What follows belongs to an exercise in optimizing a design on an open flow for small area, a short achievable clock period and few clock cycles per item; a production flow would make more cautious choices.
RTL that was checked went through simulation tests only; none was proved equivalent to the original.

Setup of job 101:
// fpadder
module fpadder (output logic [31:0] sum, output logic ready,
		 input logic [31:0] a, input logic clock, nreset);
==> flow/config.mk <==
export PLATFORM = sky130hd
export DESIGN_NAME = fpadder
export DESIGN_NICKNAME = fpadder
export VERILOG_FILES = /design/flow/design.v
export SDC_FILE = /design/flow/constraint.sdc
export NUM_CORES = 4
export LEC_CHECK = 0
export CAP_MARGIN = 20
export CORE_MARGIN = 2
export CORE_UTILIZATION = 55
export SLEW_MARGIN = 20
==> flow/constraint.sdc <==
create_clock -name core_clock -period 5.0 [get_ports {clock}]
set_input_delay 1.0000 -clock core_clock [delete_from_list [all_inputs] [get_ports {clock}]]
set_output_delay 1.0000 -clock core_clock [all_outputs]
set_load 0.01 [all_outputs]
standard.sh (not shown) runs the stock make flow with config.mk's settings and CLKGATE_MAP_FILE= SYNTH_SCRIPT=/design/flow/synth_recipe.tcl, a recipe that flattens the netlist after the stock synthesis.
==> flow/flow/run.sh <==
#!/bin/bash
# Standard layout (standard synthesis unchanged), except that the ports are
# buffered with plain buffers instead of the resizer's default pick (a delay
# cell).
set -euo pipefail
export BUFFER_PORTS_ARGS="-buffer_cell sky130_fd_sc_hd__buf_2"
bash standard.sh synth > synth.log 2>&1
bash standard.sh > layout.log 2>&1
Testbench counts of job 101, summed over its fixed seeds: cycles 106,173, ops 32,000.
For job 102, these inputs were changed with respect to job 101:
Settings: changing CORE_UTILIZATION from 55 to 40.
==> flow/run.sh (new file) <==
#!/bin/bash
# synth_recipe.tcl (not shown) runs the flow's synth.tcl, then flattens the netlist and writes it again
# the make line also repeats each setting of config.mk as NAME=value (left out here)
make -C /OpenROAD-flow-scripts/flow DESIGN_CONFIG=/design/flow/config.mk WORK_HOME=/design/flow/orfs CLKGATE_MAP_FILE= SYNTH_SCRIPT=/design/flow/synth_recipe.tcl finish
removed: flow/flow/run.sh
removed: flow/standard.sh
Notes after the runs:
Against job 101, the final cell area of job 102 is higher. The area of all sequential standard cells was comparable across job 102 and job 101. Comparing job 102 and job 101, the lower overall global routing resource usage was measured on job 102. Summary of job 102 over job 101: wire length rose by about 7%; number of cells upsized or downsized after cts rose by 20.
diff inputs: job 102 => job 103
Settings: putting CTS_BUF_LIST at sky130_fd_sc_hd__clkbuf_4 sky130_fd_sc_hd__clkbuf_8 where nothing was set.
==> flow/flow/run.sh (new file) <==
#!/bin/bash
# Standard layout (standard synthesis unchanged), except that the ports are
# buffered with plain buffers instead of the resizer's default pick (a delay
# cell).
set -euo pipefail
export BUFFER_PORTS_ARGS="-buffer_cell sky130_fd_sc_hd__buf_2"
bash standard.sh synth > synth.log 2>&1
bash standard.sh > layout.log 2>&1
==> flow/standard.sh (new file) <==
#!/bin/bash
# synth_recipe.tcl (not shown) runs the flow's synth.tcl, then flattens the netlist and writes it again
# the make line also repeats each setting of config.mk as NAME=value (left out here)
make -C /OpenROAD-flow-scripts/flow DESIGN_CONFIG=/design/flow/config.mk WORK_HOME=/design/flow/orfs CLKGATE_MAP_FILE= SYNTH_SCRIPT=/design/flow/synth_recipe.tcl "${@:-finish}"
removed: flow/run.sh
A end of the critical path of ready is what job 102 shows, while sum[17] belongs to job 103. Diff job 102 -> job 103: register cell area after layout ~0 delta, cell area shrank by about 10%, residual DRC count neither gained nor lost much.
Changes in job 104 relative to job 103:
Settings: setting ABC_AREA to 1 for the first time; removing CTS_BUF_LIST (formerly sky130_fd_sc_hd__clkbuf_4 sky130_fd_sc_hd__clkbuf_8).
Job 104 against job 103; first-iteration DRC count is up by a little under 10%. Job 103 → job 104: cell area after layout went up by 0.89%; cell area reported after detailed placement lower.
[inputs] job 105 vs job 104
Settings: changing SLEW_MARGIN from 20 to 0; removing ABC_AREA (formerly 1); setting CTS_BUF_LIST to sky130_fd_sc_hd__clkbuf_8 for the first time; changing CORE_UTILIZATION from 40 to 60; changing CAP_MARGIN from 20 to 0.
==> flow/run.sh (new file) <==
#!/bin/bash
# synth_recipe.tcl (not shown) runs the flow's synth.tcl, then flattens the netlist and writes it again
# the make line also repeats each setting of config.mk as NAME=value (left out here)
make -C /OpenROAD-flow-scripts/flow DESIGN_CONFIG=/design/flow/config.mk WORK_HOME=/design/flow/orfs CLKGATE_MAP_FILE= SYNTH_SCRIPT=/design/flow/synth_recipe.tcl finish
removed: flow/flow/run.sh
removed: flow/standard.sh
### Flow results
- Every stage of job 105 finished as expected; the final checks, on the other hand, flagged negative setup slack, which means the layout fails.
- Sum of routed wire length over all layers (lower): job 105
- Diff job 104 -> job 105: global placer's final weighted congestion now sits higher, maximum frequency now sits lower, total stage count of the critical path now sits lower.


Setup of P:
fpadder, a different RTL version from the one above (not shown whole).
Size in the first run: roughly 1,200 cells after synthesis, ~73 flip-flops, ~67 I/O pins, about 0.0086 sq mm of cells after synthesis.
==> flow/config.mk <==
export PLATFORM = sky130hd
export DESIGN_NAME = fpadder
export DESIGN_NICKNAME = fpadder
export VERILOG_FILES = /design/flow/design.v
export SDC_FILE = /design/flow/constraint.sdc
export NUM_CORES = 4
export LEC_CHECK = 0
export CAP_MARGIN = 20
export CORE_MARGIN = 2
export CORE_UTILIZATION = 40
export SLEW_MARGIN = 20
==> flow/constraint.sdc <==
create_clock -name core_clock -period 5.0 [get_ports {clock}]
set_input_delay 1.0000 -clock core_clock [delete_from_list [all_inputs] [get_ports {clock}]]
set_output_delay 1.0000 -clock core_clock [all_outputs]
set_load 0.01 [all_outputs]
run.sh (not shown) runs the stock make flow with config.mk's settings and CLKGATE_MAP_FILE= SYNTH_SCRIPT=/design/flow/synth_recipe.tcl, a recipe that flattens the netlist after the stock synthesis.
Stock flow here: none of the scripts above is used.
Relative to P, the following input files were edited for Q:
- setting ABC_CLOCK_PERIOD_IN_PS to 2800 for the first time
- setting SETUP_SLACK_MARGIN to 2.2 for the first time
Notes after the runs:
Every run in the comparison, P and Q, completed the flow with a clean layout. Between P and Q, the flow reports HPWL after detailed placement increasing slightly. [Q vs P] relative max-transition margin: lower in Q. Relative to P, first-pass GRT wire length has gone up in Q. Compared Q vs P, and detailed-route wire length on metal 1 is up in Q.
Function was not checked in any run of this note: the RTL went through the layout flow alone.


The RTL this note starts from:
==> flow/design.v <==
module fpadder (output logic [31:0] sum, output logic ready,
		 input logic [31:0] a, input logic clock, nreset);
logic s_a, s_b, s_c, s_v, s_n;
logic [31:0] R;           
logic [23:0] Q;           
logic        sub;         
logic        spec;        
logic        flip;        
logic [7:0]  eA, eB, dd;
logic        azero, bzero, swp, aspec, bspec, nan;
logic [23:0] mS, mSal;
always_comb begin
  eA = R[30:23];
  eB = a[30:23];
  azero = (R[30:0] == '0);
  bzero = (a[30:0] == '0);
  swp = (eA < eB) | azero;
  dd  = swp ? (eB - eA) : (eA - eB);
  aspec = (eA == 8'hff);
  bspec = (eB == 8'hff);
  nan = (aspec && (R[22:0] != '0)) || (bspec && (a[22:0] != '0))
        || (aspec && bspec && (R[31] ^ a[31]));
  mS = {1'b1, swp ? R[22:0] : a[22:0]};
  mSal = (azero || bzero || dd >= 8'd24) ? 24'd0 : (mS >> dd[4:0]);
end
logic [23:0] p, q;
logic [24:0] D;
logic        neg, far, cy, ovf;
always_comb begin
  p = {1'b1, R[22:0]} & {24{~s_v}};
  q = Q ^ {24{sub}};
  D = {1'b0, p} + {1'b0, q} + {24'd0, sub};
  neg = sub & ~D[24] & s_c;             
  far = sub ? (D[24] | s_v) & D[23] : 1'b1;
  cy  = ~sub & D[24];                   
  ovf = cy & (R[30:23] == 8'hfe);
end
logic [4:0]  lz;
logic [23:0] N;
always_comb begin
  lz = 5'd0;
  for (int i = 0; i < 24; i++)
    if (Q[i]) lz = 5'(23 - i);
  N = Q << lz;
end
assign ready = s_n | ((s_c | s_v) & ~spec & ~neg & far);
always_comb begin
  if (s_n)
    sum = {R[31] ^ flip, R[30:23] - {3'd0, lz}, N[22:0]};
  else if (cy)
    sum = {R[31], R[30:23] + 8'd1, D[23:1] & {23{~ovf}}};
  else
    sum = {R[31] ^ s_v, R[30:23], D[22:0]};
end
always_ff @(posedge clock, negedge nreset)
  if (~nreset) begin
    {s_a, s_b, s_c, s_v, s_n} <= '0;
  end else begin
    s_a <= ready;
    s_b <= s_a;
    s_c <= s_b;
    s_v <= s_c & ~spec & neg;
    s_n <= ((s_c | s_v) & (spec | (~neg & ~far))) | ~(s_a | s_b | s_c | s_v | s_n);
  end
always_ff @(posedge clock) begin
  flip <= 1'b0;
  if (~(s_a | s_b | s_c | s_v | s_n)) begin
    R <= '0;
    Q <= '0;
  end else if (s_b) begin
    if (aspec | bspec) begin
      R[31:23] <= {nan | (aspec ? R[31] : a[31]), 8'hff};
      Q <= {1'b1, {23{nan}}};
    end else begin
      if (swp) R <= a;
      Q <= mSal;
    end
    sub  <= R[31] ^ a[31];
    spec <= aspec | bspec;
  end else if ((s_c | s_v) & ~spec) begin
    Q <= D[23:0];
    flip <= s_v;
    if (s_c & sub & (D[23:0] == '0))
      R[31:23] <= '0;
  end else if (s_a | s_n)
    R <= a;
end
endmodule
export LEC_CHECK = 0
export CAP_MARGIN = 20
export CORE_MARGIN = 2
export CORE_UTILIZATION = 40
export SETUP_SLACK_MARGIN = 1.0
export SLEW_MARGIN = 20
export TNS_END_PERCENT = 10
create_clock -name core_clock -period 5.0 [get_ports {clock}]
standard.sh (not shown) runs the stock make flow with config.mk's settings and CLKGATE_MAP_FILE= SYNTH_SCRIPT=/design/flow/synth_recipe.tcl, a recipe that flattens the netlist after the stock synthesis.
==> flow/flow/run.sh <==
#!/bin/bash
# Standard layout (standard synthesis unchanged), except that the ports are
# buffered with plain buffers instead of the resizer's default pick (a delay
# cell).
set -euo pipefail
export BUFFER_PORTS_ARGS="-buffer_cell sky130_fd_sc_hd__buf_2"
bash standard.sh synth > synth.log 2>&1
bash standard.sh > layout.log 2>&1
Testbench counts at the start, summed over its fixed seeds: cycles 106,173, ops 32,000.
Change:
- SETUP_SLACK_MARGIN: 1.0 -> unset
- TNS_END_PERCENT: 10 -> unset
What happened: The new run passed the timing, design-rule and antenna checks; clock-buffer cell count does not change; maximum frequency shrinks by 4.5%; register-to-register slack loses 0.13 ns; cell area shrinks by about 5.6%; via count shrinks by 1.6%; die area does not change; wire length shrinks by about 3.2%; synthesized area stays the same; global-route usage shrinks by 0.85 points; first-iteration DRC count grows by about 20%.


Another version of the RTL of fpadder (not shown whole).
For scale: ~1400 cells after synthesis, ~63 flip-flops, ~67 I/O pins, about 0.0083 mm² of cells after synthesis.
Settings: LEC_CHECK=0, ABC_AREA=1, CAP_MARGIN=20, CORE_MARGIN=2, CORE_UTILIZATION=40, SLEW_MARGIN=20; clock period 5.0 ns.
==> flow/flow/run.sh <==
#!/bin/bash
# Standard layout (standard synthesis unchanged), except that the ports are
# buffered with small plain buffers instead of the resizer's default pick (a delay
# cell).
set -euo pipefail
export BUFFER_PORTS_ARGS="-buffer_cell sky130_fd_sc_hd__buf_1"
bash standard.sh synth > synth.log 2>&1
bash standard.sh > layout.log 2>&1
The first run finished with timing, DRC and antenna clean.
Testbench counts at the start, summed over its fixed seeds: cycles 106,173, ops 32,000.
Change:
==> flow/flow/run.sh (replaced) <==
#!/bin/bash
# Standard layout (standard synthesis unchanged), except that the ports are
# buffered with plain buffers instead of the resizer's default pick (a delay
# cell).
set -euo pipefail
export BUFFER_PORTS_ARGS="-buffer_cell sky130_fd_sc_hd__buf_2"
bash standard.sh synth > synth.log 2>&1
bash standard.sh > layout.log 2>&1
ABC_AREA = default   (was 1)
After rerunning: Worst setup slack loses 0.14 ns; die area grows by 6.8%; wire length grows by 9.7%; cell area grows by 11%; hold slack gains 0.0050 ns; global-route usage is about the same; critical path depth shrinks by 9.
Change:
ABC_AREA = 1   (was default)
CORE_UTILIZATION = 50   (was 40)
=>
- core utilization climbs by 11 points
- maximum frequency climbs by 0.97%
- area after synthesis drops by 6.5%
- final area drops by 8.2%
Change:
CORE_UTILIZATION = 40   (was 50)
Clock skew is about the same.
Worst setup slack gets better by 0.062 ns.
Sequential share of layout area went up by 0.13 points.


fpadder again, from the RTL that the note above started with.
export LEC_CHECK = 0
export ABC_AREA = 1
export CAP_MARGIN = 20
export CORE_MARGIN = 2
export CORE_UTILIZATION = 40
export CTS_BUF_LIST = sky130_fd_sc_hd__clkbuf_8
export SLEW_MARGIN = 20
create_clock -name core_clock -period 5.0 [get_ports {clock}]
==> flow/flow/run.sh <==
#!/bin/bash
# Standard layout (standard synthesis unchanged), except that the ports are
# buffered with plain buffers instead of the resizer's default pick (a delay
# cell).
set -euo pipefail
export BUFFER_PORTS_ARGS="-buffer_cell sky130_fd_sc_hd__buf_2"
bash standard.sh synth > synth.log 2>&1
bash standard.sh > layout.log 2>&1
The baseline completed with no timing, DRC or antenna violations.
Testbench counts at the start, summed over its fixed seeds: cycles 106,173, ops 32,000.
Then changed:
==> flow/flow/run.sh (replaced) <==
#!/bin/bash
# Standard layout (standard synthesis unchanged), except that the ports are
# buffered with small plain buffers instead of the resizer's default pick (a delay
# cell).
set -euo pipefail
export BUFFER_PORTS_ARGS="-buffer_cell sky130_fd_sc_hd__buf_1"
bash standard.sh synth > synth.log 2>&1
bash standard.sh > layout.log 2>&1
What happened: Design area came out lower by 0.76%; cell count is about the same; clock skew is about the same; routed wire length came out lower by 2.1%.
Then changed:
CTS_BUF_LIST = sky130_fd_sc_hd__clkbuf_4 sky130_fd_sc_hd__clkbuf_8   (was sky130_fd_sc_hd__clkbuf_8)
Effect: Setup slack gets worse by 0.0091 ns. Register-to-register slack stays flat. Die area stays the same. Clock-buffer cell count increases by 2. Sequential cell count is unchanged. Cell area is about the same. Clock skew barely changes. Cell count does not change. Non-clock buffer count stays the same. Wire length barely changes. Utilization barely changes.


Setup of wip/tundra:
Another version of the RTL of fpadder (not shown whole).
For scale: ~1500 cells after synthesis, about 0.0084 mm^2 of cells after synthesis.
clock: 5.0 ns
lec_check: 0
abc_area: 1
cap_margin: 20
core_margin: 2
core_utilization: 40
cts_cluster_diameter: 300
cts_cluster_size: 60
slew_margin: 20
==> flow/flow/run.sh <==
#!/bin/bash
# Standard layout (standard synthesis unchanged), except that the ports are
# buffered with plain buffers instead of the resizer's default pick (a delay
# cell).
set -euo pipefail
export BUFFER_PORTS_ARGS="-buffer_cell sky130_fd_sc_hd__buf_2"
bash standard.sh synth > synth.log 2>&1
bash standard.sh > layout.log 2>&1
Testbench counts of wip/tundra, summed over its fixed seeds: cycles 106,173, ops 32,000.
### wip/tundra -> wip/delta
Settings: CTS_CLUSTER_DIAMETER no longer set, was 300; CTS_CLUSTER_SIZE no longer set, was 60; ABC_AREA no longer set, was 1.
Findings:
- wip/delta | stages: all done | timing, DRC, antenna: all pass
- Sort wip/delta and wip/tundra by utilization, ascending, and wip/tundra comes first.
- On area share of xor/xnor cells in the synthesized design: between wip/delta and wip/tundra, it ends up lower for wip/tundra.
- Global routing met3 resource utilization delta for wip/delta relative to wip/tundra: 0.40 points lower
- First-iteration DRC count, wip/delta and wip/tundra: higher on wip/tundra
- Share of the synthesized area in compound gates (AO/OA/AOI/OAI), wip/delta and wip/tundra: lower on wip/tundra
- Final worst slack on wip/delta is behind wip/tundra.
- Depth of the worst register-to-register path, wip/delta and wip/tundra: smaller value in wip/delta
- From wip/tundra to wip/delta the numbers moved as follows: via count of the first global-routing pass now sits lower; register-to-register slack now sits lower; die area now sits lower; number of ordinary inverters in the final layout now sits lower.
Relative to wip/delta, the following input files were edited for wip/indigo:
Settings: ABC_AREA newly set to 1.
## What came out
[compare] base=wip/delta new=wip/indigo: number of vias per cell went down 9.5%, sequential share of cell area went up 0.22 points.
Largest family of logic cells by synthesized area = simple AND/OR/NAND/NOR gates: wip/indigo; largest family of logic cells by synthesized area = compound AO/OA/AOI/OAI gates: wip/delta
Diff wip/delta -> wip/indigo: cell count after synthesis +361; total placed instance area ~0 delta; utilization -1.0 points; die footprint +350 um^2; met2 track utilization from global routing +4.5 points.
Compound-gate portion of the synthesized area ended up 2.2 points lower on wip/indigo than on wip/delta.

-- what the ideal ports hide --
The results above use ideal ports. As a check the final layouts listed here were re-extracted and re-timed, cells and wires unchanged. Step 1 assumes that a clkbuf_16 drives the clock port and a buf_2 every other input. Step 2 moves the port delays by t, midway between the first and last clock arrival at a register: inputs arrive t later, outputs are due t later. That takes back most of the time a late clock gives input paths. Three values: ideal, step 1, step 2; two values: the first two.
run	t (ns)	slack for setup (ns)	slew at the worst register clock pin (ns)
job 101	0.385	0.146 / 0.101 / 0.199	0.06 / 0.06
job 102	0.376	0.142 / 0.099 / -0.030	0.06 / 0.06
job 103	0.409	0.124 / 0.085 / 0.130	0.08 / 0.08
job 104	0.384	0.206 / 0.161 / 0.405	0.07 / 0.07
job 105	0.393	-0.118 / -0.153 / -0.099	0.09 / 0.09
P	0.394	0.583 / 0.601 / 0.207	0.07 / 0.07
Q	0.402	1.475 / 1.473 / 1.071	0.08 / 0.08
the first run of note 3	0.391	0.419 / 0.372 / 0.202	0.07 / 0.07
the second run of note 3	0.383	0.203 / 0.155 / 0.147	0.06 / 0.06
the first run of note 4	0.389	0.284 / 0.239 / 0.308	0.06 / 0.06
the second run of note 4	0.378	0.147 / 0.102 / 0.304	0.06 / 0.06
the third run of note 4	0.386	0.194 / 0.148 / 0.473	0.06 / 0.06
the fourth run of note 4	0.385	0.256 / 0.209 / 0.278	0.06 / 0.06
the first run of note 5	0.403	0.263 / 0.226 / 0.301	0.08 / 0.08
the second run of note 5	0.408	0.266 / 0.226 / 0.283	0.08 / 0.08
the third run of note 5	0.406	0.257 / 0.217 / 0.255	0.08 / 0.08
wip/tundra	0.377	0.243 / 0.203 / 0.518	0.06 / 0.06
wip/delta	0.373	0.104 / 0.064 / 0.311	0.06 / 0.06
wip/indigo	0.377	0.243 / 0.203 / 0.518	0.06 / 0.06
Met with ideal ports but missed after step 2: setup timing in job 102. The setup slack of Q, which loses most, moves by -0.002 ns with the drivers and by -0.404 ns with both steps.
